Background: an optimization exercise with open tools, aiming at small area and a short achievable clock period. Do not read the settings as production practice.
RTL that was checked went through simulation tests only; none was proved equivalent to the original.
The RTL of runs 1 and 2 was laid out without a check of its function.
Power figures rest on the tool's default switching activity, not on a simulated workload.

--- flow/design.v ---
`timescale 1ns / 1ps
module SingleCount
#(
    parameter S_WIDTH = 8
)(
    input clock,
    input reset,
    input we,                        
    input tv,                        
    input [S_WIDTH-1:0] wsym,        
    output reg [S_WIDTH-1:0] sym,    
    output reg [7:0] cnt             
);
wire hit = tv && (sym == wsym);
wire [7:0] cnt_nxt = {~cnt[6:0], cnt[7] ^ (~cnt[0] & ~cnt[4]) ^ (cnt[6:0] == 7'h2a)};
always @(posedge clock)
begin
    if (reset | we) sym <= reset ? {S_WIDTH{1'b0}} : wsym;
    if (reset | hit) cnt <= reset ? 8'd0 : cnt_nxt;
end
endmodule
`timescale 1ns / 1ps
module SymbolsCounter
#(
    parameter S_WIDTH = 8
)(
    input clock,
    input reset,
    input start,
    input mode,
    input end_flag,
    input [S_WIDTH-1:0] symbol_in,
    output reg [7:0] count_array,
    output reg [S_WIDTH-1:0] symbol_out,
    output ready_out
);
localparam S1 = 2'd0, S2 = 2'd1, S3 = 2'd2, S4 = 2'd3;
reg [1:0] state;
reg ready;
reg [7:0] alphabet_counter;
reg [7:0] result_counter;
reg [7:0] output_counter;
reg [S_WIDTH-1:0] psym;    
reg pw;                    
reg pt;                    
wire [S_WIDTH-1:0] sym_mem [0:255];
wire [7:0] cnt_mem [0:255];
reg [S_WIDTH-1:0] rd_sym;
reg [7:0] rd_cnt;
always @(posedge clock)
begin
    rd_sym <= sym_mem[output_counter];
    rd_cnt <= cnt_mem[output_counter];
    if (state == S3) psym <= symbol_in;
end
reg [7:0] cnt_dec;
always @*
begin
    case (rd_cnt)
        8'h00: cnt_dec = 8'd0;
        8'hff: cnt_dec = 8'd1;
        8'h01: cnt_dec = 8'd2;
        8'hfc: cnt_dec = 8'd3;
        8'h07: cnt_dec = 8'd4;
        8'hf0: cnt_dec = 8'd5;
        8'h1f: cnt_dec = 8'd6;
        8'hc0: cnt_dec = 8'd7;
        8'h7e: cnt_dec = 8'd8;
        8'h02: cnt_dec = 8'd9;
        8'hfb: cnt_dec = 8'd10;
        8'h09: cnt_dec = 8'd11;
        8'hec: cnt_dec = 8'd12;
        8'h26: cnt_dec = 8'd13;
        8'hb3: cnt_dec = 8'd14;
        8'h99: cnt_dec = 8'd15;
        8'hcd: cnt_dec = 8'd16;
        8'h65: cnt_dec = 8'd17;
        8'h34: cnt_dec = 8'd18;
        8'h96: cnt_dec = 8'd19;
        8'hd3: cnt_dec = 8'd20;
        8'h59: cnt_dec = 8'd21;
        8'h4c: cnt_dec = 8'd22;
        8'h67: cnt_dec = 8'd23;
        8'h30: cnt_dec = 8'd24;
        8'h9e: cnt_dec = 8'd25;
        8'hc3: cnt_dec = 8'd26;
        8'h79: cnt_dec = 8'd27;
        8'h0c: cnt_dec = 8'd28;
        8'he7: cnt_dec = 8'd29;
        8'h31: cnt_dec = 8'd30;
        8'h9c: cnt_dec = 8'd31;
        8'hc7: cnt_dec = 8'd32;
        8'h71: cnt_dec = 8'd33;
        8'h1c: cnt_dec = 8'd34;
        8'hc6: cnt_dec = 8'd35;
        8'h72: cnt_dec = 8'd36;
        8'h1a: cnt_dec = 8'd37;
        8'hca: cnt_dec = 8'd38;
        8'h6a: cnt_dec = 8'd39;
        8'h2b: cnt_dec = 8'd40;
        8'ha8: cnt_dec = 8'd41;
        8'hae: cnt_dec = 8'd42;
        8'ha2: cnt_dec = 8'd43;
        8'hba: cnt_dec = 8'd44;
        8'h8b: cnt_dec = 8'd45;
        8'he9: cnt_dec = 8'd46;
        8'h2d: cnt_dec = 8'd47;
        8'ha4: cnt_dec = 8'd48;
        8'hb6: cnt_dec = 8'd49;
        8'h93: cnt_dec = 8'd50;
        8'hd9: cnt_dec = 8'd51;
        8'h4d: cnt_dec = 8'd52;
        8'h64: cnt_dec = 8'd53;
        8'h37: cnt_dec = 8'd54;
        8'h90: cnt_dec = 8'd55;
        8'hdf: cnt_dec = 8'd56;
        8'h41: cnt_dec = 8'd57;
        8'h7c: cnt_dec = 8'd58;
        8'h06: cnt_dec = 8'd59;
        8'hf3: cnt_dec = 8'd60;
        8'h19: cnt_dec = 8'd61;
        8'hcc: cnt_dec = 8'd62;
        8'h66: cnt_dec = 8'd63;
        8'h33: cnt_dec = 8'd64;
        8'h98: cnt_dec = 8'd65;
        8'hcf: cnt_dec = 8'd66;
        8'h61: cnt_dec = 8'd67;
        8'h3c: cnt_dec = 8'd68;
        8'h86: cnt_dec = 8'd69;
        8'hf2: cnt_dec = 8'd70;
        8'h1b: cnt_dec = 8'd71;
        8'hc8: cnt_dec = 8'd72;
        8'h6e: cnt_dec = 8'd73;
        8'h23: cnt_dec = 8'd74;
        8'hb8: cnt_dec = 8'd75;
        8'h8f: cnt_dec = 8'd76;
        8'he1: cnt_dec = 8'd77;
        8'h3d: cnt_dec = 8'd78;
        8'h84: cnt_dec = 8'd79;
        8'hf6: cnt_dec = 8'd80;
        8'h13: cnt_dec = 8'd81;
        8'hd8: cnt_dec = 8'd82;
        8'h4f: cnt_dec = 8'd83;
        8'h60: cnt_dec = 8'd84;
        8'h3f: cnt_dec = 8'd85;
        8'h80: cnt_dec = 8'd86;
        8'hfe: cnt_dec = 8'd87;
        8'h03: cnt_dec = 8'd88;
        8'hf8: cnt_dec = 8'd89;
        8'h0f: cnt_dec = 8'd90;
        8'he0: cnt_dec = 8'd91;
        8'h3e: cnt_dec = 8'd92;
        8'h82: cnt_dec = 8'd93;
        8'hfa: cnt_dec = 8'd94;
        8'h0b: cnt_dec = 8'd95;
        8'he8: cnt_dec = 8'd96;
        8'h2e: cnt_dec = 8'd97;
        8'ha3: cnt_dec = 8'd98;
        8'hb9: cnt_dec = 8'd99;
        8'h8d: cnt_dec = 8'd100;
        8'he5: cnt_dec = 8'd101;
        8'h35: cnt_dec = 8'd102;
        8'h94: cnt_dec = 8'd103;
        8'hd7: cnt_dec = 8'd104;
        8'h51: cnt_dec = 8'd105;
        8'h5c: cnt_dec = 8'd106;
        8'h46: cnt_dec = 8'd107;
        8'h73: cnt_dec = 8'd108;
        8'h18: cnt_dec = 8'd109;
        8'hce: cnt_dec = 8'd110;
        8'h62: cnt_dec = 8'd111;
        8'h3b: cnt_dec = 8'd112;
        8'h88: cnt_dec = 8'd113;
        8'hee: cnt_dec = 8'd114;
        8'h22: cnt_dec = 8'd115;
        8'hbb: cnt_dec = 8'd116;
        8'h89: cnt_dec = 8'd117;
        8'hed: cnt_dec = 8'd118;
        8'h25: cnt_dec = 8'd119;
        8'hb4: cnt_dec = 8'd120;
        8'h97: cnt_dec = 8'd121;
        8'hd1: cnt_dec = 8'd122;
        8'h5d: cnt_dec = 8'd123;
        8'h44: cnt_dec = 8'd124;
        8'h77: cnt_dec = 8'd125;
        8'h10: cnt_dec = 8'd126;
        8'hde: cnt_dec = 8'd127;
        8'h43: cnt_dec = 8'd128;
        8'h78: cnt_dec = 8'd129;
        8'h0e: cnt_dec = 8'd130;
        8'he3: cnt_dec = 8'd131;
        8'h39: cnt_dec = 8'd132;
        8'h8c: cnt_dec = 8'd133;
        8'he6: cnt_dec = 8'd134;
        8'h32: cnt_dec = 8'd135;
        8'h9a: cnt_dec = 8'd136;
        8'hcb: cnt_dec = 8'd137;
        8'h69: cnt_dec = 8'd138;
        8'h2c: cnt_dec = 8'd139;
        8'ha7: cnt_dec = 8'd140;
        8'hb1: cnt_dec = 8'd141;
        8'h9d: cnt_dec = 8'd142;
        8'hc5: cnt_dec = 8'd143;
        8'h75: cnt_dec = 8'd144;
        8'h14: cnt_dec = 8'd145;
        8'hd6: cnt_dec = 8'd146;
        8'h53: cnt_dec = 8'd147;
        8'h58: cnt_dec = 8'd148;
        8'h4e: cnt_dec = 8'd149;
        8'h63: cnt_dec = 8'd150;
        8'h38: cnt_dec = 8'd151;
        8'h8e: cnt_dec = 8'd152;
        8'he2: cnt_dec = 8'd153;
        8'h3a: cnt_dec = 8'd154;
        8'h8a: cnt_dec = 8'd155;
        8'hea: cnt_dec = 8'd156;
        8'h2a: cnt_dec = 8'd157;
        8'haa: cnt_dec = 8'd158;
        8'hab: cnt_dec = 8'd159;
        8'ha9: cnt_dec = 8'd160;
        8'had: cnt_dec = 8'd161;
        8'ha5: cnt_dec = 8'd162;
        8'hb5: cnt_dec = 8'd163;
        8'h95: cnt_dec = 8'd164;
        8'hd5: cnt_dec = 8'd165;
        8'h55: cnt_dec = 8'd166;
        8'h54: cnt_dec = 8'd167;
        8'h56: cnt_dec = 8'd168;
        8'h52: cnt_dec = 8'd169;
        8'h5a: cnt_dec = 8'd170;
        8'h4a: cnt_dec = 8'd171;
        8'h6b: cnt_dec = 8'd172;
        8'h28: cnt_dec = 8'd173;
        8'haf: cnt_dec = 8'd174;
        8'ha1: cnt_dec = 8'd175;
        8'hbd: cnt_dec = 8'd176;
        8'h85: cnt_dec = 8'd177;
        8'hf5: cnt_dec = 8'd178;
        8'h15: cnt_dec = 8'd179;
        8'hd4: cnt_dec = 8'd180;
        8'h57: cnt_dec = 8'd181;
        8'h50: cnt_dec = 8'd182;
        8'h5e: cnt_dec = 8'd183;
        8'h42: cnt_dec = 8'd184;
        8'h7b: cnt_dec = 8'd185;
        8'h08: cnt_dec = 8'd186;
        8'hef: cnt_dec = 8'd187;
        8'h21: cnt_dec = 8'd188;
        8'hbc: cnt_dec = 8'd189;
        8'h87: cnt_dec = 8'd190;
        8'hf1: cnt_dec = 8'd191;
        8'h1d: cnt_dec = 8'd192;
        8'hc4: cnt_dec = 8'd193;
        8'h76: cnt_dec = 8'd194;
        8'h12: cnt_dec = 8'd195;
        8'hda: cnt_dec = 8'd196;
        8'h4b: cnt_dec = 8'd197;
        8'h68: cnt_dec = 8'd198;
        8'h2f: cnt_dec = 8'd199;
        8'ha0: cnt_dec = 8'd200;
        8'hbe: cnt_dec = 8'd201;
        8'h83: cnt_dec = 8'd202;
        8'hf9: cnt_dec = 8'd203;
        8'h0d: cnt_dec = 8'd204;
        8'he4: cnt_dec = 8'd205;
        8'h36: cnt_dec = 8'd206;
        8'h92: cnt_dec = 8'd207;
        8'hdb: cnt_dec = 8'd208;
        8'h49: cnt_dec = 8'd209;
        8'h6c: cnt_dec = 8'd210;
        8'h27: cnt_dec = 8'd211;
        8'hb0: cnt_dec = 8'd212;
        8'h9f: cnt_dec = 8'd213;
        8'hc1: cnt_dec = 8'd214;
        8'h7d: cnt_dec = 8'd215;
        8'h04: cnt_dec = 8'd216;
        8'hf7: cnt_dec = 8'd217;
        8'h11: cnt_dec = 8'd218;
        8'hdc: cnt_dec = 8'd219;
        8'h47: cnt_dec = 8'd220;
        8'h70: cnt_dec = 8'd221;
        8'h1e: cnt_dec = 8'd222;
        8'hc2: cnt_dec = 8'd223;
        8'h7a: cnt_dec = 8'd224;
        8'h0a: cnt_dec = 8'd225;
        8'heb: cnt_dec = 8'd226;
        8'h29: cnt_dec = 8'd227;
        8'hac: cnt_dec = 8'd228;
        8'ha6: cnt_dec = 8'd229;
        8'hb2: cnt_dec = 8'd230;
        8'h9b: cnt_dec = 8'd231;
        8'hc9: cnt_dec = 8'd232;
        8'h6d: cnt_dec = 8'd233;
        8'h24: cnt_dec = 8'd234;
        8'hb7: cnt_dec = 8'd235;
        8'h91: cnt_dec = 8'd236;
        8'hdd: cnt_dec = 8'd237;
        8'h45: cnt_dec = 8'd238;
        8'h74: cnt_dec = 8'd239;
        8'h16: cnt_dec = 8'd240;
        8'hd2: cnt_dec = 8'd241;
        8'h5b: cnt_dec = 8'd242;
        8'h48: cnt_dec = 8'd243;
        8'h6f: cnt_dec = 8'd244;
        8'h20: cnt_dec = 8'd245;
        8'hbf: cnt_dec = 8'd246;
        8'h81: cnt_dec = 8'd247;
        8'hfd: cnt_dec = 8'd248;
        8'h05: cnt_dec = 8'd249;
        8'hf4: cnt_dec = 8'd250;
        8'h17: cnt_dec = 8'd251;
        8'hd0: cnt_dec = 8'd252;
        8'h5f: cnt_dec = 8'd253;
        8'h40: cnt_dec = 8'd254;
        8'h7f: cnt_dec = 8'd255;
        default: cnt_dec = 8'd0;
    endcase
end
always @(posedge clock)
begin
    if (reset == 1'b1)
    begin
        state <= S1;
        ready <= 1'b0;
        alphabet_counter <= 8'd0;
        result_counter <= 8'd0;
        output_counter <= 8'd0;
        count_array <= 8'd0;
        symbol_out <= {S_WIDTH{1'b0}};
        pw <= 1'b0;
        pt <= 1'b0;
    end
    else
    begin
        pw <= 1'b0;
        pt <= 1'b0;
        if (pw) alphabet_counter <= alphabet_counter + 8'd1;
        case (state)
        S1: if (start == 1'b1) state <= S2;
        S2:
            begin
                ready <= 1'b0;
                state <= S3;
            end
        S3:
            begin
                if (end_flag != 1'b1)
                begin
                    if (mode == 1'b0)
                    begin
                        pw <= 1'b1;
                        result_counter <= alphabet_counter + 8'd1;
                    end
                    else
                        pt <= 1'b1;
                end
                else if (result_counter != 8'd0)
                begin
                    count_array <= cnt_dec;
                    symbol_out <= rd_sym;
                    result_counter <= result_counter - 8'd1;
                    output_counter <= output_counter + 8'd1;
                end
                else
                begin
                    result_counter <= output_counter;
                    output_counter <= 8'd0;
                end
                ready <= 1'b1;
                state <= S4;
            end
        S4: if (start == 1'b0) state <= S1;
        endcase
    end
end
assign ready_out = ready;
wire [15:0] tv_gt_hi, tv_eq_hi, gt_lo, we_hi, we_lo;
genvar h;
generate for (h = 0; h < 16; h = h + 1)
    begin: nib
    assign tv_gt_hi[h] = pt && (result_counter[7:4] > h);
    assign tv_eq_hi[h] = pt && (result_counter[7:4] == h);
    assign gt_lo[h] = (result_counter[3:0] > h);
    assign we_hi[h] = pw && (alphabet_counter[7:4] == h);
    assign we_lo[h] = (alphabet_counter[3:0] == h);
    end
endgenerate
genvar j;
generate for (j = 0; j < 256; j = j + 1)
    begin: entry
    SingleCount #(.S_WIDTH(S_WIDTH)) e (
        .clock(clock),
        .reset(reset),
        .we(we_hi[j / 16] && we_lo[j % 16]),
        .tv(tv_gt_hi[j / 16] || (tv_eq_hi[j / 16] && gt_lo[j % 16])),
        .wsym(psym),
        .sym(sym_mem[j]),
        .cnt(cnt_mem[j])
    );
    end
endgenerate
endmodule
--- flow/run.sh ---
#!/bin/bash
# synth_recipe.tcl (not shown) runs the flow's synth.tcl, then flattens the netlist and writes it again
# the make line also repeats each setting of config.mk as NAME=value (left out here)
make -C /OpenROAD-flow-scripts/flow DESIGN_CONFIG=/design/flow/config.mk WORK_HOME=/design/flow/orfs CLKGATE_MAP_FILE= SYNTH_SCRIPT=/design/flow/synth_recipe.tcl finish
--- flow/config.mk ---
export PLATFORM = sky130hd
export DESIGN_NAME = SymbolsCounter
export DESIGN_NICKNAME = SymbolsCounter
export VERILOG_FILES = /design/flow/design.v
export SDC_FILE = /design/flow/constraint.sdc
export NUM_CORES = 4
export LEC_CHECK = 0
export CAP_MARGIN = 35
export CORE_MARGIN = 2
export CORE_UTILIZATION = 50
export PLACE_DENSITY = 0.6
export SETUP_SLACK_MARGIN = 5
export SLEW_MARGIN = 35
--- flow/constraint.sdc ---
create_clock -name core_clock -period 10.0 [get_ports {clock}]
set_input_delay 2.0000 -clock core_clock [delete_from_list [all_inputs] [get_ports {clock}]]
set_output_delay 2.0000 -clock core_clock [all_outputs]
set_load 0.01 [all_outputs]
==> qor.yml, run 1 <==
status: "did not finish"
lastStage: "5_1_grt"
firstError: "[ERROR GRT-0116] Global routing finished with congestion. Check the congestion regions in the DRC Viewer."
cts_buffers: 448
hpwl_um: 1330000
place.gp.congestion: 1.52
synth_ff_type: "edfxtp_1"
initial_core_util_pct: 50.2
synth_top_area_share_pct: 61.5
io_pins: 30
dpl-instance-area_um2: 212000
synth_area_per_cell_um2: 12.0
die_y_um: 637
htreeDepth: 5
track_usage_pct: 96.9
clock_sinks: 4165
grt_pass1_vias: 214000
synthDistinctLibCells: 92
port_buffers: 29
async_flop_share_pct: 0
grt_max_degree: 218
postSynthCellCount: 16700
synth_most_common_cell: "edfxtp_1"
pre_cts_ws_ns: 4.45
cts_root_buf: "clkbuf_16"
cts_buffer_depth: 4
grt_overflow: 23300
synth_area_leaders: "edfxtp_1 (62%), xor2_1 (6.9%), nor2_1 (4.6%), a22oi_1 (4.5%), xnor2_1 (3.2%)"
synth_edf_count: 4104
std_cell_rows: 232
synth_nets: 16800
synth_common_cells: "edfxtp_1 (4,104), nor2_1 (2,435), xor2_1 (1,571)"
grt_pass1_wl_um: 2620000
ys_warn_count: 2
syn-cell-area_um2: 200000
ys_ff_latch: 4165
synth.largest_area_cell: "edfxtp_1"
ys_seq_area_share_pct: 62.1
die_w_um: 637
cell families after synthesis:
group	after synthesis	share of synthesized area [%]
buf+inv	1240	2.48
fa+ha+maj	36	0.224
mux	43	0.279
flops	4165	62.1
simple gates	6112	14.5
compound gates	2825	10.2
xor+xnor	2313	10.1
power groups by stage:
| stage | Combinational [mW] | Clock [mW] | Sequential [mW] |
|---|---|---|---|
| 2_1_floorplan | 4.14 | 0 | 22.2 |
| 3_3_place_gp | 6.97 | 0 | 24.4 |
| 3_5_place_dp | 7.09 | 0 | 24.4 |
| 4_1_cts | 7.13 | 17.2 | 24.1 |
repair_timing:
action                                  CTS
hold buffers                              0
gates resized for setup                  24
pin swaps                                 1
buffers inserted                          6
endpoints found under the setup margin   16
through the flow:
stage | instances | hold WS (ns)
4_1_cts | 22500 | 0.455
3_3_place_gp | 21600 | 0.446
3_5_place_dp | 21700 | 0.447
2_1_floorplan | 16700 | 0.417
layer usage:
metal | overflow | track usage (%)
met4 | 4650 | 93.3
met5 | 196 | 73.8
met2 | 15200 | 112
met1 | 1861 | 94.3
met3 | 1405 | 86.3
how the worst min path moves through the flow:
stage                                 endpoint  slack [ns]  depth (start not counted)                  startpoint
detailed placement  symbol_out[4]$_SDFFE_PP0P_        0.45                          2  symbol_out[4]$_SDFFE_PP0P_
floorplan           symbol_out[0]$_SDFFE_PP0P_        0.42                          2           rd_sym[0]$_DFF_P_
global placement    symbol_out[4]$_SDFFE_PP0P_        0.45                          2  symbol_out[4]$_SDFFE_PP0P_
CTS                 symbol_out[4]$_SDFFE_PP0P_        0.46                          2  symbol_out[4]$_SDFFE_PP0P_
==> inputs of run 2 (changes only) <==
--- a/flow/design.v
+++ b/flow/design.v
@@ -4,7 +4,7 @@
     parameter S_WIDTH = 8
 )(
     input clock,
-    input reset,
+    input reset,                     
     input we,                        
     input tv,                        
     input [S_WIDTH-1:0] wsym,        
@@ -37,26 +37,27 @@
 localparam S1 = 2'd0, S2 = 2'd1, S3 = 2'd2, S4 = 2'd3;
 reg [1:0] state;
 reg ready;
+reg reset_d;
 reg [7:0] alphabet_counter;
 reg [7:0] result_counter;
 reg [7:0] output_counter;
-reg [S_WIDTH-1:0] psym;    
-reg pw;                    
-reg pt;                    
+reg cmd;
+reg cmd_end;
+reg cmd_mode;
+reg [S_WIDTH-1:0] cmd_sym;
+wire pw = cmd && !cmd_end && !cmd_mode;    
+wire pt = cmd && !cmd_end && cmd_mode;     
+wire pr = cmd && cmd_end;                  
 wire [S_WIDTH-1:0] sym_mem [0:255];
 wire [7:0] cnt_mem [0:255];
-reg [S_WIDTH-1:0] rd_sym;
-reg [7:0] rd_cnt;
-always @(posedge clock)
-begin
-    rd_sym <= sym_mem[output_counter];
-    rd_cnt <= cnt_mem[output_counter];
-    if (state == S3) psym <= symbol_in;
-end
+reg [S_WIDTH-1:0] rd_a_sym [0:3];
+reg [7:0] rd_a_cnt [0:3];
+reg [S_WIDTH-1:0] rd_b_sym;
+reg [7:0] rd_b_cnt;
 reg [7:0] cnt_dec;
 always @*
 begin
-    case (rd_cnt)
+    case (rd_a_cnt[output_counter[1:0]])
         8'h00: cnt_dec = 8'd0;
         8'hff: cnt_dec = 8'd1;
         8'h01: cnt_dec = 8'd2;
@@ -316,25 +317,34 @@
         default: cnt_dec = 8'd0;
     endcase
 end
+integer k;
+always @(posedge clock)
+begin
+    for (k = 0; k < 4; k = k + 1)
+    begin
+        rd_a_sym[k] <= reset_d ? {S_WIDTH{1'b0}} : sym_mem[{output_counter[7:2], k[1:0]}];
+        rd_a_cnt[k] <= reset_d ? 8'd0 : cnt_mem[{output_counter[7:2], k[1:0]}];
+    end
+    rd_b_sym <= reset_d ? {S_WIDTH{1'b0}} : rd_a_sym[output_counter[1:0]];
+    rd_b_cnt <= reset_d ? 8'd0 : cnt_dec;
+    cmd_end <= end_flag;
+    cmd_mode <= mode;
+    cmd_sym <= symbol_in;
+    reset_d <= reset;
+end
 always @(posedge clock)
 begin
     if (reset == 1'b1)
     begin
         state <= S1;
         ready <= 1'b0;
-        alphabet_counter <= 8'd0;
-        result_counter <= 8'd0;
-        output_counter <= 8'd0;
+        cmd <= 1'b0;
         count_array <= 8'd0;
         symbol_out <= {S_WIDTH{1'b0}};
-        pw <= 1'b0;
-        pt <= 1'b0;
     end
     else
     begin
-        pw <= 1'b0;
-        pt <= 1'b0;
-        if (pw) alphabet_counter <= alphabet_counter + 8'd1;
+        cmd <= (state == S3);
         case (state)
         S1: if (start == 1'b1) state <= S2;
         S2:
@@ -344,27 +354,10 @@
             end
         S3:
             begin
-                if (end_flag != 1'b1)
-                begin
-                    if (mode == 1'b0)
-                    begin
-                        pw <= 1'b1;
-                        result_counter <= alphabet_counter + 8'd1;
-                    end
-                    else
-                        pt <= 1'b1;
-                end
-                else if (result_counter != 8'd0)
+                if (end_flag == 1'b1 && result_counter != 8'd0)
                 begin
-                    count_array <= cnt_dec;
-                    symbol_out <= rd_sym;
-                    result_counter <= result_counter - 8'd1;
-                    output_counter <= output_counter + 8'd1;
-                end
-                else
-                begin
-                    result_counter <= output_counter;
-                    output_counter <= 8'd0;
+                    count_array <= rd_b_cnt;
+                    symbol_out <= rd_b_sym;
                 end
                 ready <= 1'b1;
                 state <= S4;
@@ -373,6 +366,33 @@
         endcase
     end
 end
+always @(posedge clock)
+begin
+    if (reset_d == 1'b1)
+    begin
+        alphabet_counter <= 8'd0;
+        result_counter <= 8'd0;
+        output_counter <= 8'd0;
+    end
+    else if (pw)
+    begin
+        alphabet_counter <= alphabet_counter + 8'd1;
+        result_counter <= alphabet_counter + 8'd1;
+    end
+    else if (pr)
+    begin
+        if (result_counter != 8'd0)
+        begin
+            result_counter <= result_counter - 8'd1;
+            output_counter <= output_counter + 8'd1;
+        end
+        else
+        begin
+            result_counter <= output_counter;
+            output_counter <= 8'd0;
+        end
+    end
+end
 assign ready_out = ready;
 wire [15:0] tv_gt_hi, tv_eq_hi, gt_lo, we_hi, we_lo;
 genvar h;
@@ -390,10 +410,10 @@
     begin: entry
     SingleCount #(.S_WIDTH(S_WIDTH)) e (
         .clock(clock),
-        .reset(reset),
+        .reset(reset_d),
         .we(we_hi[j / 16] && we_lo[j % 16]),
         .tv(tv_gt_hi[j / 16] || (tv_eq_hi[j / 16] && gt_lo[j % 16])),
-        .wsym(psym),
+        .wsym(cmd_sym),
         .sym(sym_mem[j]),
         .cnt(cnt_mem[j])
     );
--- a/flow/config.mk
+++ b/flow/config.mk
@@ -7,7 +7,7 @@
 export LEC_CHECK = 0
 export CAP_MARGIN = 35
 export CORE_MARGIN = 2
-export CORE_UTILIZATION = 50
-export PLACE_DENSITY = 0.6
+export CORE_UTILIZATION = 40
+export PLACE_DENSITY = 0.55
 export SETUP_SLACK_MARGIN = 5
 export SLEW_MARGIN = 35
==> run 2 against run 1 <==
Now clean on timing, DRC and antenna. Area after synthesis fell by 1.8%. Synthesized cell count fell by 6.7%.
==> qor.yml, run 2 <==
endpoint_kind: "register"
crit_slowest_cell: "a22oi_1"
die_w_um: 705
cts.reportedPaths.clkPinSlew_ns: 0.07
grt_pass1_wl_um: 1380000
cp.arrival_ns: 5.96
port_buffers: 29
drv_cap: 0
vias: 164000
fin_nets: 15700
synth_top_area_share_pct: 62.5
hp-class: "register to register"
tns_ns: 0
synthDistinctLibCells: 81
worst_pin_slew_ns: 1.18
wl_per_cell_um: 47.3
clock_skew_ns: 0.0928
grt_overflow: 0
die_y_um: 705
status: "complete, no violations"
reg_top3: "entry.e.cnt x2048, entry.e.sym x2048"
synth_most_common_cell: "edfxtp_1"
mostFrequentLayoutCells: "edfxtp_1 (4,096), nor2_1 (2,408), xor2_1 (1,842)"
path_cells: "inv_1 -> ha_2 -> a22oi_1 -> a22o_1 -> buf_4 -> clkinvlp_4 -> ha_1 -> inv_1 -> nor3_1 -> a211oi_1 -> o21ai_0 -> nor3_1 -> o41ai_2"
worstPathMaxFanout: 18
rsz0062_at_grt: "false"
area_growth_pct: 13.5
ys_warn_count: 6
synth_area_per_cell_um2: 12.6
std_cell_rows: 257
finalHoldViolCount: 0
synth_common_cells: "edfxtp_1 (4,096), nor2_1 (2,428), xor2_1 (1,842)"
drive_above_1_share_pct: 10.1
grt_max_degree: 223
cp.depth: 13
clock_latency_ns: 1.11
ys_seq_area_share_pct: 63.9
period_minus_slack_ns: 5.02
slew_viol_final: 0
drc: 0
hold-path-cell-count: 2
cts_buffer_depth: 4
p_leak_nw: 75.3
syn-cell-area_um2: 197000
path_class: "register to register"
cts_hold_buf: 0
die_area_um2: 497000
synth.largest_area_cell: "edfxtp_1"
setup_viol: 0
final_common_cell: "edfxtp_1"
power.density_nw_per_um2: 198
dr.pass1.iters: 9
grt_antenna_before_repair: 115
synth_area_leaders: "edfxtp_1 (63%), xor2_1 (8.2%), nor2_1 (4.6%), a22oi_1 (4.3%), xnor2_1 (2.1%)"
track_usage_pct: 41.2
htreeDepth: 5
ant_nets: 0
place.gp.congestion: 1.08
initial_core_util_pct: 40.2
grt_pass1_vias: 143000
synth_edf_count: 4096
fmax_mhz: 199
async_flop_share_pct: 0
wirelength_um: 1070000
relSlewSlack_pct: 21.3
cts_root_buf: "clkbuf_16"
worstPathRequired_ns: 10.94
total_power_mw: 44.1
cts_tree: "done"
hpwl_um: 745000
critPathTopFamily: "compound AO/OA/AOI/OAI gates"
critical-path-max-stage-delay_ns: 0.73
ir_worst_vdd_uv: 167
synth_nets: 15700
r2r_cells: 13
drt-initial-drc-count: 36600
postSynthCellCount: 15600
core-area_um2: 490000
clock_sinks: 4231
synth_ff_type: "edfxtp_1"
io_pins: 30
cts_buffers: 457
cp_num_buf_inv: 4
ys_ff_latch: 4231
via_per_inst: 7.23
fin_crit_sh_pct: 50.2
critPathLaunchType: "register"
[run 2: cell count changes after synthesis, moves of 177 or more]
cell,change
a221oi_1,+388
a22o_1,+289
and3_1,-300
clkbuf_1,-197
nand2_1,-177
nand3_1,-583
nand4b_1,+181
nor3_1,-345
xnor2_1,-272
xor2_1,+271
[run 2: cell type report]
| type | instances | area, um2 |
|---|---|---|
| Fill cell | 44400 | 267000 |
| Sequential cell | 4231 | 126000 |
| Multi-Input combinational cell | 10200 | 67800 |
| Clock buffer | 550 | 12100 |
| Tap cell | 6475 | 8100 |
| Timing Repair Buffer | 667 | 6040 |
| Clock inverter | 295 | 2970 |
| Antenna cell | 141 | 353 |
| Inverter | 27 | 115 |
[run 2: cell families (layout without fill, tap and decap cells)]
group	count (synthesis)	after routing	synth area share, %
adder cells (fa/ha/maj)	29	29	0.185
buffers and inverters	1153	1539	2.48
AND/OR/NAND/NOR	4702	4702	11.2
multiplexers	10	10	0.0522
XOR/XNOR	2313	2313	10.3
other	0	141	0
flip-flops	4231	4231	63.9
AO/OA/AOI/OAI	3173	3173	11.9
[run 2: final timing paths]
path                                  startpoint                    endpoint  slack [ns]
setup / recovery  output_counter[0]$_SDFFE_PP0P_      rd_b_cnt[6]$_SDFF_PP0_        4.98
hold / removal            rd_b_sym[6]$_SDFF_PP0_  symbol_out[6]$_SDFFE_PP0P_        0.44
setup reg to reg  output_counter[0]$_SDFFE_PP0P_      rd_b_cnt[6]$_SDFF_PP0_        4.98
hold reg to reg           rd_b_sym[6]$_SDFF_PP0_  symbol_out[6]$_SDFFE_PP0P_        0.44
[run 2: per-stage QoR]
step	utilization, %	worst slack (ns)	hold WS (ns)	cell area, um2	std cells
after floorplan	-	5.61	0.417	197000	15600
after global placement	42.2	4.73	0.454	206000	21600
after detailed placement	42.3	4.87	0.432	207000	21600
after CTS	45.4	5.18	0.445	222000	22500
after global routing	45.5	5.02	0.467	223000	22500
final	45.6	4.98	0.440	223000	22600
[run 2: power breakdown]
group / leakage [nW] / internal, mW / switching (mW)
Sequential: 41.6 / 21.0 / 1.83
Combinational: 26.3 / 1.08 / 2.49
Clock: 7.31 / 9.92 / 7.78
[run 2: what timing repair did]
item                                    in CTS  in global routing
resized for setup                            2                  1
endpoints found under the setup margin       4                  2
buffers inserted                             0                  0
pin swaps                                    0                  0
[run 2: worst min-delay path: stages, from the launching register on]
cell     delay [ns]
dfxtp_1        0.30
nand2_1        0.05
a21oi_1        0.05
[run 2: routing by layer]
metal | up-vias | global-route usage [%] | wire [um]
li1 | 59800 | - | -
met5 | - | 0.346 | 900
met1 | 83000 | 53.7 | 382000
met2 | 17200 | 53.9 | 410000
met4 | 74 | 22.9 | 77400
met3 | 3473 | 22.0 | 199000
==> inputs of run 3 (changes only) <==
--- a/flow/design.v
+++ b/flow/design.v
@@ -8,14 +8,15 @@
     input we,                        
     input tv,                        
     input [S_WIDTH-1:0] wsym,        
+    input [S_WIDTH-1:0] csym,        
     output reg [S_WIDTH-1:0] sym,    
     output reg [7:0] cnt             
 );
-wire hit = tv && (sym == wsym);
+wire hit = tv && (sym == csym);
 wire [7:0] cnt_nxt = {~cnt[6:0], cnt[7] ^ (~cnt[0] & ~cnt[4]) ^ (cnt[6:0] == 7'h2a)};
 always @(posedge clock)
 begin
-    if (reset | we) sym <= reset ? {S_WIDTH{1'b0}} : wsym;
+    if (reset | we) sym <= wsym;
     if (reset | hit) cnt <= reset ? 8'd0 : cnt_nxt;
 end
 endmodule
@@ -41,23 +42,49 @@
 reg [7:0] alphabet_counter;
 reg [7:0] result_counter;
 reg [7:0] output_counter;
-reg cmd;
-reg cmd_end;
-reg cmd_mode;
-reg [S_WIDTH-1:0] cmd_sym;
-wire pw = cmd && !cmd_end && !cmd_mode;    
-wire pt = cmd && !cmd_end && cmd_mode;     
-wire pr = cmd && cmd_end;                  
+wire [7:0] oc_inc = output_counter + 8'd1;
+reg pw;                    
+reg pt;                    
+reg pr;                    
+reg [S_WIDTH-1:0] cmd_sym;   
+reg [S_WIDTH-1:0] wsym;      
 wire [S_WIDTH-1:0] sym_mem [0:255];
 wire [7:0] cnt_mem [0:255];
-reg [S_WIDTH-1:0] rd_a_sym [0:3];
-reg [7:0] rd_a_cnt [0:3];
-reg [S_WIDTH-1:0] rd_b_sym;
-reg [7:0] rd_b_cnt;
+reg [3:0] oc_1h0, oc_1h1, oc_1h2, oc_1h3;
+reg [S_WIDTH-1:0] rd_sym;
+reg [7:0] rd_cnt;
+wire [255:0] ent_sel;
+genvar g;
+generate for (g = 0; g < 256; g = g + 1)
+    begin: esel
+    assign ent_sel[g] = oc_1h0[g % 4] & oc_1h1[(g / 4) % 4] & oc_1h2[(g / 16) % 4] & oc_1h3[g / 64];
+    end
+endgenerate
+reg [S_WIDTH-1:0] mux_sym;
+reg [7:0] mux_cnt;
+integer m;
+always @*
+begin
+    mux_sym = {S_WIDTH{1'b0}};
+    mux_cnt = 8'd0;
+    for (m = 0; m < 256; m = m + 1)
+    begin
+        mux_sym = mux_sym | ({S_WIDTH{ent_sel[m]}} & sym_mem[m]);
+        mux_cnt = mux_cnt | ({8{ent_sel[m]}} & cnt_mem[m]);
+    end
+end
+always @(posedge clock)
+begin
+    rd_sym <= mux_sym;
+    rd_cnt <= mux_cnt;
+    cmd_sym <= symbol_in;
+    wsym <= reset ? {S_WIDTH{1'b0}} : symbol_in;
+    reset_d <= reset;
+end
 reg [7:0] cnt_dec;
 always @*
 begin
-    case (rd_a_cnt[output_counter[1:0]])
+    case (rd_cnt)
         8'h00: cnt_dec = 8'd0;
         8'hff: cnt_dec = 8'd1;
         8'h01: cnt_dec = 8'd2;
@@ -317,20 +344,29 @@
         default: cnt_dec = 8'd0;
     endcase
 end
-integer k;
 always @(posedge clock)
 begin
-    for (k = 0; k < 4; k = k + 1)
+    if (reset == 1'b1)
     begin
-        rd_a_sym[k] <= reset_d ? {S_WIDTH{1'b0}} : sym_mem[{output_counter[7:2], k[1:0]}];
-        rd_a_cnt[k] <= reset_d ? 8'd0 : cnt_mem[{output_counter[7:2], k[1:0]}];
+        oc_1h0 <= 4'b0000;
+        oc_1h1 <= 4'b0000;
+        oc_1h2 <= 4'b0000;
+        oc_1h3 <= 4'b0000;
+    end
+    else if (reset_d == 1'b1 || (pr && result_counter == 8'd0))
+    begin
+        oc_1h0 <= 4'b0001;
+        oc_1h1 <= 4'b0001;
+        oc_1h2 <= 4'b0001;
+        oc_1h3 <= 4'b0001;
+    end
+    else if (pr)
+    begin
+        oc_1h0 <= 4'b0001 << oc_inc[1:0];
+        oc_1h1 <= 4'b0001 << oc_inc[3:2];
+        oc_1h2 <= 4'b0001 << oc_inc[5:4];
+        oc_1h3 <= 4'b0001 << oc_inc[7:6];
     end
-    rd_b_sym <= reset_d ? {S_WIDTH{1'b0}} : rd_a_sym[output_counter[1:0]];
-    rd_b_cnt <= reset_d ? 8'd0 : cnt_dec;
-    cmd_end <= end_flag;
-    cmd_mode <= mode;
-    cmd_sym <= symbol_in;
-    reset_d <= reset;
 end
 always @(posedge clock)
 begin
@@ -338,13 +374,17 @@
     begin
         state <= S1;
         ready <= 1'b0;
-        cmd <= 1'b0;
+        pw <= 1'b0;
+        pt <= 1'b0;
+        pr <= 1'b0;
         count_array <= 8'd0;
         symbol_out <= {S_WIDTH{1'b0}};
     end
     else
     begin
-        cmd <= (state == S3);
+        pw <= (state == S3) && !end_flag && !mode;
+        pt <= (state == S3) && !end_flag && mode;
+        pr <= (state == S3) && end_flag;
         case (state)
         S1: if (start == 1'b1) state <= S2;
         S2:
@@ -356,8 +396,8 @@
             begin
                 if (end_flag == 1'b1 && result_counter != 8'd0)
                 begin
-                    count_array <= rd_b_cnt;
-                    symbol_out <= rd_b_sym;
+                    count_array <= cnt_dec;
+                    symbol_out <= rd_sym;
                 end
                 ready <= 1'b1;
                 state <= S4;
@@ -384,7 +424,7 @@
         if (result_counter != 8'd0)
         begin
             result_counter <= result_counter - 8'd1;
-            output_counter <= output_counter + 8'd1;
+            output_counter <= oc_inc;
         end
         else
         begin
@@ -413,7 +453,8 @@
         .reset(reset_d),
         .we(we_hi[j / 16] && we_lo[j % 16]),
         .tv(tv_gt_hi[j / 16] || (tv_eq_hi[j / 16] && gt_lo[j % 16])),
-        .wsym(cmd_sym),
+        .wsym(wsym),
+        .csym(cmd_sym),
         .sym(sym_mem[j]),
         .cnt(cnt_mem[j])
     );
==> flow/flow/run.sh (new file) <==
#!/bin/bash
# Own flow: the standard layout (standard.sh, standard synthesis unchanged),
# with a setup-repair target of 6.5 ns slack at the design's 10 ns clock and
# clock-tree synthesis with fixed sink clusters and no dummy loads.
# The make output goes to standard_make.log; each tool's log is under orfs/logs.
set -euo pipefail
bash standard.sh SETUP_SLACK_MARGIN=6.5 \
  "CTS_ARGS=-sink_clustering_enable -repair_clock_nets -sink_clustering_size 30 -sink_clustering_max_diameter 80 -dont_use_dummy_load" \
  finish > standard_make.log 2>&1
==> flow/standard.sh (new file) <==
#!/bin/bash
# synth_recipe.tcl (not shown) runs the flow's synth.tcl, then flattens the netlist and writes it again
# the make line also repeats each setting of config.mk as NAME=value (left out here)
make -C /OpenROAD-flow-scripts/flow DESIGN_CONFIG=/design/flow/config.mk WORK_HOME=/design/flow/orfs CLKGATE_MAP_FILE= SYNTH_SCRIPT=/design/flow/synth_recipe.tcl "${@:-finish}"
--- a/flow/config.mk
+++ b/flow/config.mk
@@ -7,7 +7,7 @@
 export LEC_CHECK = 0
 export CAP_MARGIN = 35
 export CORE_MARGIN = 2
-export CORE_UTILIZATION = 40
-export PLACE_DENSITY = 0.55
+export CORE_UTILIZATION = 55
+export PLACE_DENSITY = 0.65
 export SETUP_SLACK_MARGIN = 5
 export SLEW_MARGIN = 35
removed: flow/run.sh
==> run 3 against run 2 <==
The run now fails in 5_1_grt. Area after synthesis up 0.72%. Synthesized cell count shrank 0.51%.
==> qor.yml, run 3 <==
postSynthCellCount: 15500
synth_most_common_cell: "edfxtp_1"
initial_core_util_pct: 55.2
die_w_um: 604
synth_top_area_share_pct: 62.1
std_cell_rows: 220
status: "did not finish"
ys_ff_latch: 4191
hpwl_um: 1190000
cts_hold_buf: 0
synth_area_leaders: "edfxtp_1 (62%), xor2_1 (7.6%), nor2_1 (4.2%), a221oi_1 (4.2%), a22o_1 (4.1%)"
htreeDepth: 4
grt_overflow: 30200
cts_root_buf: "clkbuf_16"
cts_buffers: 200
synthDistinctLibCells: 83
io_pins: 30
dpl-instance-area_um2: 206000
syn-cell-area_um2: 198000
synth_area_per_cell_um2: 12.8
grt_pass1_vias: 197000
synth.largest_area_cell: "edfxtp_1"
firstError: "[ERROR GRT-0116] Global routing finished with congestion. Check the congestion regions in the DRC Viewer."
grt_pass1_wl_um: 2330000
synth_ff_type: "edfxtp_1"
place.gp.congestion: 1.76
ys_seq_area_share_pct: 63.1
die_y_um: 604
track_usage_pct: 96.8
synth_edf_count: 4096
ys_warn_count: 2
synth_common_cells: "edfxtp_1 (4,096), nor2_1 (2,211), xor2_1 (1,710)"
synth_nets: 15600
grt_max_degree: 229
port_buffers: 29
cts_buffer_depth: 4
clock_sinks: 4191
async_flop_share_pct: 0
lastStage: "5_1_grt"
## run 3: changes by cell type after synthesis, moves of 171 or more
| cell | previous run | this run |
|---|---|---|
| a22oi_1 | 1126 | 182 |
| a221oi_1 | 445 | 942 |
| a22o_1 | 437 | 933 |
| and4_1 | 0 | 250 |
| nor2_1 | 2428 | 2211 |
| buf_2 | 259 | 430 |
## run 3: kinds of logic after synthesis
family	count (synthesis)	share of synthesized area, %
AOI/OAI and AO/OA	3018	12.0
xor gates and xnor gates	2317	10.2
adders and majority gates	35	0.221
buffers and inverters	1351	3.07
DFF	4191	63.1
muxes	12	0.0866
and+or+nand+nor	4608	11.3
## run 3: through the flow
| step | setup slack (ns) | power (mW) | std cells |
|---|---|---|---|
| CTS | 6.41 | 36.0 | 20000 |
| detailed placement | 5.27 | 27.2 | 19800 |
| global placement | 4.20 | 27.1 | 19700 |
| floorplan | 6.81 | 23.8 | 15500 |
## run 3: power groups by stage
stage / clock network, mW / registers, mW / logic [mW]
2_1_floorplan: 0 / 21.9 / 1.92
3_3_place_gp: 0 / 24.0 / 3.09
3_5_place_dp: 0 / 24.0 / 3.21
4_1_cts: 9.13 / 23.6 / 3.31
## run 3: repair_timing
item / CTS
pin swaps: 12
gates cloned: 5
gates resized for setup: 317
setup buffers: 33
setup endpoints to repair: 2055
hold endpoints to repair: 0
## run 3: worst min path at each step
| stage | to | depth (start not counted) |
|---|---|---|
| after detailed placement | symbol_out[1]$_SDFFE_PP0P_ | 2 |
| after floorplan | symbol_out[0]$_SDFFE_PP0P_ | 2 |
| after CTS | symbol_out[1]$_SDFFE_PP0P_ | 2 |
| after global placement | symbol_out[1]$_SDFFE_PP0P_ | 2 |
## run 3: routing by layer
layer,track usage [%],overflow
met1,93.9,3788
met2,117,19000
met3,82.2,2434
met4,90.3,4614
met5,69.4,310
==> inputs of run 4 (changes only) <==
--- a/flow/design.v
+++ b/flow/design.v
@@ -46,31 +46,45 @@
 reg pw;                    
 reg pt;                    
 reg pr;                    
-reg [S_WIDTH-1:0] cmd_sym;   
+reg [S_WIDTH-1:0] cmd_sym;
+reg [S_WIDTH-1:0] cmd_sym_s3;
 reg [S_WIDTH-1:0] wsym;      
 wire [S_WIDTH-1:0] sym_mem [0:255];
 wire [7:0] cnt_mem [0:255];
-reg [3:0] oc_1h0, oc_1h1, oc_1h2, oc_1h3;
+reg [15:0] oc_1h10;
+reg [3:0] oc_1h2, oc_1h3;
 reg [S_WIDTH-1:0] rd_sym;
 reg [7:0] rd_cnt;
-wire [255:0] ent_sel;
+wire [15:0] blk_sel;
 genvar g;
-generate for (g = 0; g < 256; g = g + 1)
-    begin: esel
-    assign ent_sel[g] = oc_1h0[g % 4] & oc_1h1[(g / 4) % 4] & oc_1h2[(g / 16) % 4] & oc_1h3[g / 64];
+generate for (g = 0; g < 16; g = g + 1)
+    begin: bsel
+    assign blk_sel[g] = oc_1h2[g % 4] & oc_1h3[g / 4];
     end
 endgenerate
+reg [S_WIDTH-1:0] blk_sym [0:15];
+reg [7:0] blk_cnt [0:15];
 reg [S_WIDTH-1:0] mux_sym;
 reg [7:0] mux_cnt;
-integer m;
+integer m, n;
 always @*
 begin
+    for (m = 0; m < 16; m = m + 1)
+    begin
+        blk_sym[m] = {S_WIDTH{1'b0}};
+        blk_cnt[m] = 8'd0;
+        for (n = 0; n < 16; n = n + 1)
+        begin
+            blk_sym[m] = blk_sym[m] | ({S_WIDTH{oc_1h10[n]}} & sym_mem[16 * m + n]);
+            blk_cnt[m] = blk_cnt[m] | ({8{oc_1h10[n]}} & cnt_mem[16 * m + n]);
+        end
+    end
     mux_sym = {S_WIDTH{1'b0}};
     mux_cnt = 8'd0;
-    for (m = 0; m < 256; m = m + 1)
+    for (m = 0; m < 16; m = m + 1)
     begin
-        mux_sym = mux_sym | ({S_WIDTH{ent_sel[m]}} & sym_mem[m]);
-        mux_cnt = mux_cnt | ({8{ent_sel[m]}} & cnt_mem[m]);
+        mux_sym = mux_sym | ({S_WIDTH{blk_sel[m]}} & blk_sym[m]);
+        mux_cnt = mux_cnt | ({8{blk_sel[m]}} & blk_cnt[m]);
     end
 end
 always @(posedge clock)
@@ -78,6 +92,7 @@
     rd_sym <= mux_sym;
     rd_cnt <= mux_cnt;
     cmd_sym <= symbol_in;
+    if (state == S3) cmd_sym_s3 <= symbol_in;
     wsym <= reset ? {S_WIDTH{1'b0}} : symbol_in;
     reset_d <= reset;
 end
@@ -348,22 +363,19 @@
 begin
     if (reset == 1'b1)
     begin
-        oc_1h0 <= 4'b0000;
-        oc_1h1 <= 4'b0000;
+        oc_1h10 <= 16'd0;
         oc_1h2 <= 4'b0000;
         oc_1h3 <= 4'b0000;
     end
     else if (reset_d == 1'b1 || (pr && result_counter == 8'd0))
     begin
-        oc_1h0 <= 4'b0001;
-        oc_1h1 <= 4'b0001;
+        oc_1h10 <= 16'd1;
         oc_1h2 <= 4'b0001;
         oc_1h3 <= 4'b0001;
     end
     else if (pr)
     begin
-        oc_1h0 <= 4'b0001 << oc_inc[1:0];
-        oc_1h1 <= 4'b0001 << oc_inc[3:2];
+        oc_1h10 <= 16'd1 << oc_inc[3:0];
         oc_1h2 <= 4'b0001 << oc_inc[5:4];
         oc_1h3 <= 4'b0001 << oc_inc[7:6];
     end
@@ -454,7 +466,7 @@
         .we(we_hi[j / 16] && we_lo[j % 16]),
         .tv(tv_gt_hi[j / 16] || (tv_eq_hi[j / 16] && gt_lo[j % 16])),
         .wsym(wsym),
-        .csym(cmd_sym),
+        .csym(j < 128 ? cmd_sym : cmd_sym_s3),
         .sym(sym_mem[j]),
         .cnt(cnt_mem[j])
     );
--- a/flow/flow/run.sh
+++ b/flow/flow/run.sh
@@ -5,5 +5,5 @@
 # The make output goes to standard_make.log; each tool's log is under orfs/logs.
 set -euo pipefail
 bash standard.sh SETUP_SLACK_MARGIN=6.5 \
-  "CTS_ARGS=-sink_clustering_enable -repair_clock_nets -sink_clustering_size 30 -sink_clustering_max_diameter 80 -dont_use_dummy_load" \
+  "CTS_ARGS=-sink_clustering_enable -repair_clock_nets -sink_clustering_size 20 -sink_clustering_max_diameter 80 -dont_use_dummy_load" \
   finish > standard_make.log 2>&1
==> run 4 against run 3 <==
The run now finishes clean. Synthesized cell count shrank 0.49%. Area after synthesis shrank 0.87%.
==> qor.yml, run 4 <==
status: "complete, no violations"
dpl-instance-area_um2: 203000
setup_viol: 0
fin_nets: 15000
path_class: "register to register"
synth_ff_type: "edfxtp_1"
drive_above_1_share_pct: 7.32
grt_pass1_vias: 136000
yosys.area_share.simple_pct: 10.3
relSlewSlack_pct: 18.5
crit_path_end: "rd_cnt[6]$_DFF_P_"
vias: 147000
utilization_pct: 59.3
grt_overflow: 0
synthMuxAreaShare_pct: 0.0427
fin_crit_sh_pct: 37.4
synth_area_leaders: "edfxtp_1 (63%), xor2_1 (7.4%), nor2_1 (4.2%), a221oi_1 (3.5%), a22o_1 (3.4%)"
grt_max_degree: 243
dr.pass1.iters: 18
cp.depth: 7
finalHoldViolCount: 0
cts.reportedPaths.clkPinSlew_ns: 0.09
wirelength_um: 782000
place.gp.congestion: 1.02
synth_area_per_cell_um2: 12.7
hpwl_um: 516000
final_common_cell: "edfxtp_1"
ys_ff_latch: 4207
ys_warn_count: 6
synth_top_family_by_area: "compound AO/OA/AOI/OAI gates"
period_minus_slack_ns: 3.74
worstPathMaxFanout: 81
clock_skew_ns: 0.112
core-area_um2: 356000
die_area_um2: 362000
wl_per_cell_um: 39.4
cp.arrival_ns: 4.64
mostFrequentLayoutCells: "edfxtp_1 (4,104), nor2_1 (2,203), xor2_1 (1,662)"
die_y_um: 601
fmax_mhz: 267
async_flop_share_pct: 0
rsz0062_at_grt: "true"
worstPathRequired_ns: 10.90
area_growth_pct: 7.37
reg2reg_to: "rd_cnt[6]$_DFF_P_"
synth_most_common_cell: "edfxtp_1"
r2r_cells: 7
track_usage_pct: 41.8
clock_latency_ns: 1.03
ys_seq_area_share_pct: 63.8
htreeDepth: 4
cts_buffer_depth: 4
synth-xor-area-share_pct: 10.3
synthDistinctLibCells: 86
critical-path-max-stage-delay_ns: 0.71
critPathLaunchType: "register"
grt_pass1_wl_um: 1070000
tns_ns: 0
fill_cells: 28400
synth_common_cells: "edfxtp_1 (4,104), nor2_1 (2,212), xor2_1 (1,662)"
reg_top3: "entry.e.cnt x2048, entry.e.sym x2048, oc_1h10 x16"
cts_buffers: 241
ir_worst_vdd_uv: 152
die_w_um: 601
syn-cell-area_um2: 196000
endpoint_kind: "register"
hp-class: "register to register"
drv_cap: 0
drt-initial-drc-count: 28700
path_cells: "buf_4 -> buf_12 -> a22oi_1 -> and3_1 -> a31oi_1 -> nor4_2 -> nand4_1"
cts_hold_buf: 0
slew_viol_final: 0
std_cell_rows: 219
p_leak_nw: 68.6
power.density_nw_per_um2: 174
cp_num_buf_inv: 2
worstSetupStartpoint: "oc_1h10[12]$_SDFFE_PP0P_"
cts_tree: "done"
ant_nets: 0
synth.largest_area_cell: "edfxtp_1"
port_buffers: 29
postSynthCellCount: 15500
synth_compound_area_share_pct: 12.7
grt_antenna_before_repair: 70
via_per_inst: 7.43
rrSetupSlack_ns: 6.26
drc: 0
worst_pin_slew_ns: 1.22
pre_cts_ws_ns: 5.19
synth_top_area_share_pct: 62.8
critPathTopFamily: "buffers and inverters"
initial_core_util_pct: 55.2
crit_slowest_cell: "dfxtp_4"
clock_sinks: 4207
cts_root_buf: "clkbuf_16"
io_pins: 30
synth_fa_ha_area_share_pct: 0.229
final_area_um2: 211000
fin_ws_ns: 6.26
timing.rr.start: "oc_1h10[12]$_SDFFE_PP0P_"
synth_nets: 15500
synth_edf_count: 4104
==> run 4: changes by cell type after synthesis, sizes merged, moves of 20 or more <==
cell / change
and4: -256
a31oi: +251
nor4: -20
a21oi: +27
nand3: +34
clkbuf: +51
xnor2: +49
a22o: -164
xor2: -48
nand4: -264
buf: -191
a221oi: -168
and3: +254
a22oi: +331
==> run 4: report_power, final <==
group	switching, mW	internal, mW
combinational	3.02	1.48
clock	5.79	4.26
sequential	1.30	20.9
==> run 4: metrics by stage <==
| stage | total power [mW] | hold WS, ns | cells |
|---|---|---|---|
| floorplan | 24.8 | 0.417 | 15500 |
| global placement | 26.6 | 0.453 | 19500 |
| detailed placement | 26.7 | 0.434 | 19500 |
| CTS | 36.4 | 0.435 | 19700 |
| global route | 37.5 | 0.453 | 19800 |
| finish | 36.7 | 0.436 | 19800 |
==> run 4: repair_timing <==
action                                  in CTS  in global routing
setup buffers                               17                  1
resized for setup                          217                 65
pin swaps                                    4                  2
endpoints found under the setup margin    1941                627
cloned                                       3                  3
==> run 4: final cells by class <==
type	instances	area, um2	area share (%)
inverter	25	110	0.0522
clock buffer	241	6030	2.86
sequential	4207	125000	59.5
timing repair buffer	476	4830	2.29
timing repair inverter	1	5.00	0.00237
multi-input combinational	10000	68100	32.3
tap	4751	5940	2.82
antenna	90	225	0.107
==> run 4: per-layer routing <==
layer	part of all wire (%)	GRT usage [%]	vias up	wire (um)
met1	35	55.7	73500	277000
li1	-	-	58000	-
met4	6.9	24.9	46	54100
met5	0.038	0.330	-	301
met2	42	59.2	13200	327000
met3	16	14.6	2493	124000
==> run 4: worst min-delay path: stages, from the launching register on <==
cell and delay (ns):
dfxtp_1 0.31, nand2_1 0.05, a21oi_1 0.05
==> run 4: how the worst min path moves through the flow <==
stage | startpoint | endpoint | slack, ns | cells past startpoint
2_1_floorplan | rd_sym[0]$_DFF_P_ | symbol_out[0]$_SDFFE_PP0P_ | 0.42 | 2
3_3_place_gp | rd_sym[3]$_DFF_P_ | symbol_out[3]$_SDFFE_PP0P_ | 0.45 | 2
3_5_place_dp | rd_sym[7]$_DFF_P_ | symbol_out[7]$_SDFFE_PP0P_ | 0.43 | 2
4_1_cts | rd_sym[2]$_DFF_P_ | symbol_out[2]$_SDFFE_PP0P_ | 0.44 | 2
5_1_grt | rd_sym[1]$_DFF_P_ | symbol_out[1]$_SDFFE_PP0P_ | 0.45 | 2
6_report | rd_sym[1]$_DFF_P_ | symbol_out[1]$_SDFFE_PP0P_ | 0.44 | 2
==> run 4: kinds of logic after synthesis <==
logic type      after synthesis
compound gates             3301
xor+xnor                   2318
fa+ha+maj                    36
buf+inv                    1208
flops                      4207
mux                           8
simple gates               4378
==> inputs of run 5 (changes only) <==
--- a/flow/design.v
+++ b/flow/design.v
@@ -55,15 +55,12 @@
 reg [3:0] oc_1h2, oc_1h3;
 reg [S_WIDTH-1:0] rd_sym;
 reg [7:0] rd_cnt;
-wire [15:0] blk_sel;
-genvar g;
-generate for (g = 0; g < 16; g = g + 1)
-    begin: bsel
-    assign blk_sel[g] = oc_1h2[g % 4] & oc_1h3[g / 4];
-    end
-endgenerate
 reg [S_WIDTH-1:0] blk_sym [0:15];
 reg [7:0] blk_cnt [0:15];
+reg [S_WIDTH-1:0] q_sym [0:3];
+reg [7:0] q_cnt [0:3];
+reg [S_WIDTH-1:0] rd_q_sym [0:3];
+reg [7:0] rd_q_cnt [0:3];
 reg [S_WIDTH-1:0] mux_sym;
 reg [7:0] mux_cnt;
 integer m, n;
@@ -79,16 +76,31 @@
             blk_cnt[m] = blk_cnt[m] | ({8{oc_1h10[n]}} & cnt_mem[16 * m + n]);
         end
     end
+    for (m = 0; m < 4; m = m + 1)
+    begin
+        q_sym[m] = {S_WIDTH{1'b0}};
+        q_cnt[m] = 8'd0;
+        for (n = 0; n < 4; n = n + 1)
+        begin
+            q_sym[m] = q_sym[m] | ({S_WIDTH{oc_1h2[n]}} & blk_sym[4 * m + n]);
+            q_cnt[m] = q_cnt[m] | ({8{oc_1h2[n]}} & blk_cnt[4 * m + n]);
+        end
+    end
     mux_sym = {S_WIDTH{1'b0}};
     mux_cnt = 8'd0;
-    for (m = 0; m < 16; m = m + 1)
+    for (m = 0; m < 4; m = m + 1)
     begin
-        mux_sym = mux_sym | ({S_WIDTH{blk_sel[m]}} & blk_sym[m]);
-        mux_cnt = mux_cnt | ({8{blk_sel[m]}} & blk_cnt[m]);
+        mux_sym = mux_sym | ({S_WIDTH{oc_1h3[m]}} & rd_q_sym[m]);
+        mux_cnt = mux_cnt | ({8{oc_1h3[m]}} & rd_q_cnt[m]);
     end
 end
 always @(posedge clock)
 begin
+    for (m = 0; m < 4; m = m + 1)
+    begin
+        rd_q_sym[m] <= q_sym[m];
+        rd_q_cnt[m] <= q_cnt[m];
+    end
     rd_sym <= mux_sym;
     rd_cnt <= mux_cnt;
     cmd_sym <= symbol_in;
@@ -446,13 +458,19 @@
     end
 end
 assign ready_out = ready;
-wire [15:0] tv_gt_hi, tv_eq_hi, gt_lo, we_hi, we_lo;
+reg [15:0] rc_gt_hi, rc_eq_hi, rc_gt_lo;
+wire [15:0] tv_gt_hi, tv_eq_hi, we_hi, we_lo;
 genvar h;
 generate for (h = 0; h < 16; h = h + 1)
     begin: nib
-    assign tv_gt_hi[h] = pt && (result_counter[7:4] > h);
-    assign tv_eq_hi[h] = pt && (result_counter[7:4] == h);
-    assign gt_lo[h] = (result_counter[3:0] > h);
+    always @(posedge clock)
+    begin
+        rc_gt_hi[h] <= (result_counter[7:4] > h);
+        rc_eq_hi[h] <= (result_counter[7:4] == h);
+        rc_gt_lo[h] <= (result_counter[3:0] > h);
+    end
+    assign tv_gt_hi[h] = pt && rc_gt_hi[h];
+    assign tv_eq_hi[h] = pt && rc_eq_hi[h];
     assign we_hi[h] = pw && (alphabet_counter[7:4] == h);
     assign we_lo[h] = (alphabet_counter[3:0] == h);
     end
@@ -464,7 +482,7 @@
         .clock(clock),
         .reset(reset_d),
         .we(we_hi[j / 16] && we_lo[j % 16]),
-        .tv(tv_gt_hi[j / 16] || (tv_eq_hi[j / 16] && gt_lo[j % 16])),
+        .tv(tv_gt_hi[j / 16] || (tv_eq_hi[j / 16] && rc_gt_lo[j % 16])),
         .wsym(wsym),
         .csym(j < 128 ? cmd_sym : cmd_sym_s3),
         .sym(sym_mem[j]),
==> run 5 against run 4 <==
Highest routed layer unchanged. Critical endpoint is now rd_q_sym[0][4]$_DFF_P_. Largest cell class unchanged. Setup slack worse by 0.098 ns. Final cell count up 0.80%. Clock-buffer cell count up 1. Critical path type unchanged. Fmax down 2.6%.
==> qor.yml, run 5 <==
status: "complete, no violations"
setup_viol: 0
hold-path-cell-count: 2
synth.largest_area_cell: "edfxtp_1"
syn-cell-area_um2: 198000
htreeDepth: 4
relSlewSlack_pct: 25.4
clock_sinks: 4317
reg2reg_to: "rd_q_sym[0][4]$_DFF_P_"
die_w_um: 605
cp.arrival_ns: 4.56
core-area_um2: 359000
dr.pass1.iters: 9
cts_buffers: 242
rsz0062_at_grt: "true"
ir_worst_vdd_uv: 188
reg_top3: "entry.e.cnt x2048, entry.e.sym x2048"
cts_root_buf: "clkbuf_16"
cts_tree: "done"
path_class: "register to register"
rrSetupSlack_ns: 6.16
drt-initial-drc-count: 25100
clock_skew_ns: 0.121
period_minus_slack_ns: 3.84
tns_ns: 0
fin_nets: 15200
synth-xor-area-share_pct: 10.2
endpoint_kind: "register"
slew_viol_final: 0
wirelength_um: 737000
io_pins: 30
mostFrequentLayoutCells: "edfxtp_1 (4,104), nor2_1 (2,211), xnor2_1 (2,045)"
synth_nets: 15600
synth_most_common_cell: "edfxtp_1"
grt_pass1_wl_um: 1030000
holdPathEnd: "symbol_out[1]$_SDFFE_PP0P_"
crit_path_frequent_cell: "buf_12"
synth_top_area_share_pct: 62.1
port_buffers: 29
critPathLaunchType: "register"
via_per_inst: 7.28
cts.reportedPaths.clkPinSlew_ns: 0.09
worstSetupStartpoint: "oc_1h10[6]$_SDFFE_PP0P_"
grt_antenna_before_repair: 45
synth_fa_ha_area_share_pct: 0.227
vias: 146000
synth_top_family_by_area: "compound AO/OA/AOI/OAI gates"
hp-class: "register to register"
fmax_mhz: 261
synthMuxAreaShare_pct: 0.0700
p_leak_nw: 67.8
synth_ff_type: "edfxtp_1"
ant_nets: 0
worst_pin_slew_ns: 1.11
area_growth_pct: 7.18
drive_above_1_share_pct: 6.89
drv_cap: 0
synth_compound_area_share_pct: 12.9
wl_per_cell_um: 36.9
worstPathRequired_ns: 10.72
worstPathMaxFanout: 104
crit_slowest_cell: "o21ai_0"
hold_start: "rd_sym[1]$_DFF_P_"
ys_warn_count: 14
async_flop_share_pct: 0
clock_latency_ns: 1.04
place.gp.congestion: 0.986
synth_area_leaders: "edfxtp_1 (62%), xnor2_1 (9.0%), nor2_1 (4.2%), a221oi_1 (3.1%), a22o_1 (3.1%)"
path_cells: "buf_12 -> buf_12 -> a22oi_1 -> nand4_1 -> o21ai_0 -> nand3_1"
hpwl_um: 475000
grt_max_degree: 201
drc: 0
power.density_nw_per_um2: 176
final_common_cell: "edfxtp_1"
synth_edf_count: 4104
std_cell_rows: 220
finalHoldViolCount: 0
track_usage_pct: 39.1
synthDistinctLibCells: 86
die_area_um2: 366000
critical-path-max-stage-delay_ns: 0.72
synth_common_cells: "edfxtp_1 (4,104), nor2_1 (2,212), xnor2_1 (2,045)"
synth_area_per_cell_um2: 12.7
grt_overflow: 0
yosys.area_share.simple_pct: 9.79
postSynthCellCount: 15600
grt_pass1_vias: 139000
total_power_mw: 37.4
ys_ff_latch: 4317
ys_seq_area_share_pct: 64.3
initial_core_util_pct: 55.2
die_y_um: 605
utilization_pct: 59.2
cts_buffer_depth: 4
fin_crit_sh_pct: 38.4
r2r_cells: 6
timing.rr.start: "oc_1h10[6]$_SDFFE_PP0P_"
==> run 5: cell types whose count changed in the layout (fill, tap and decap cells not counted), moves of 146 or more <==
cell,delta
xnor2_1,+1389
a22oi_1,+218
nand4_1,+529
a21oi_1,+191
and3_1,-256
o31ai_1,+146
nor4_1,-367
xor2_1,-1386
nand2_1,-146
a31oi_1,-160
==> run 5: logic make-up after synthesis <==
group,after synthesis
AO/OA/AOI/OAI,3417
XOR/XNOR,2321
adder cells (fa/ha/maj),36
buffers and inverters,1275
flip-flops,4317
multiplexers,10
AND/OR/NAND/NOR,4197
==> run 5: metal layers <==
metal | global-route usage (%) | up-vias | part of all wire (%) | wire length, um
met5 | 0 | - | 0.025 | 186
met4 | 26.0 | 16 | 7.8 | 57600
met3 | 9.81 | 2384 | 13 | 98600
met2 | 57.8 | 12200 | 43 | 320000
met1 | 51.4 | 72600 | 35 | 260000
li1 | - | 58400 | - | -
==> run 5: critical path, delay by kind of cell (launching register included) <==
kind | cells | cell delay, ns
AOI/OAI and AO/OA | 2 | 1.17
buffers and inverters | 2 | 0.67
DFF | 1 | 0.58
and+or+nand+nor | 2 | 0.74
==> run 5: timing repair <==
item / in CTS / in global routing
hold buffers: 0 / 0
pin swaps: 0 / 2
setup endpoints to repair: 1533 / 724
hold endpoints to repair: 0 / 0
buffers inserted: 2 / 3
gates cloned: 2 / 3
gates resized for setup: 164 / 15
==> run 5: worst max path at each step <==
stage	to	slack, ns	cells past startpoint
3_3_place_gp	entry[48].e.cnt[0]$_SDFFCE_PP0P_	5.25	5
5_1_grt	symbol_out[0]	6.39	1
2_1_floorplan	count_array[5]$_SDFFE_PP0P_	6.91	4
6_report	rd_q_sym[0][4]$_DFF_P_	6.16	6
4_1_cts	entry[190].e.sym[7]$_DFFE_PP_	6.32	5
3_5_place_dp	entry[52].e.cnt[0]$_SDFFCE_PP0P_	5.42	5
==> run 5: area by class of cell <==
| cell class | instances | area, um2 |
|---|---|---|
| fill | 28400 | 147000 |
| sequential | 4317 | 128000 |
| multi-input combinational | 9981 | 67100 |
| clock buffer | 242 | 6060 |
| tap | 4773 | 5970 |
| timing repair buffer | 570 | 5440 |
| antenna | 79 | 198 |
| inverter | 29 | 123 |
==> run 5: metrics by stage <==
stage | setup WS (ns) | hold WS, ns | cells | area [um2]
final | 6.16 | 0.435 | 20000 | 213000
after floorplan | 6.91 | 0.412 | 15600 | 198000
after detailed placement | 5.42 | 0.426 | 19700 | 206000
after global placement | 5.25 | 0.435 | 19600 | 205000
after global routing | 6.39 | 0.450 | 19900 | 213000
after CTS | 6.32 | 0.434 | 19900 | 212000
==> run 5: where the power goes <==
group / internal [mW] / switching (mW)
registers: 21.3 / 1.32
logic: 1.72 / 2.97
clock network: 4.28 / 5.82
total: 27.3 / 10.1

## static timing again, ports no longer ideal
The flow's constraints put no driver on any port. The routed layouts listed below were extracted and timed again, unchanged, in two steps.
Step 1 sets driving cells, clkbuf_16 on the clock port and buf_2 on the other inputs (assumed; they add their load-dependent delay and slew).
Step 2 adds t to the input delays and takes it off the output delays; t is the mean of the earliest and latest rising clock arrival at the registers after step 1. Input paths then give back, and output paths get back, about the clock's delay inside the block.
Slacks: no drivers / after step 1 / after step 2; pairs: no drivers / after step 1.
run	shift t [ns]	setup WS [ns]	latest minus earliest clock arrival (ns)
run 2	1.180	4.978 / 4.978 / 4.978	0.093 / 0.093
run 4	1.104	6.261 / 6.261 / 5.868	0.115 / 0.116
run 5	1.092	6.163 / 6.163 / 5.651	0.126 / 0.126
After both steps every run listed still meets setup and hold. The setup slack of run 5, which loses most, moves by 0.000 ns with the drivers and by -0.512 ns with both steps.
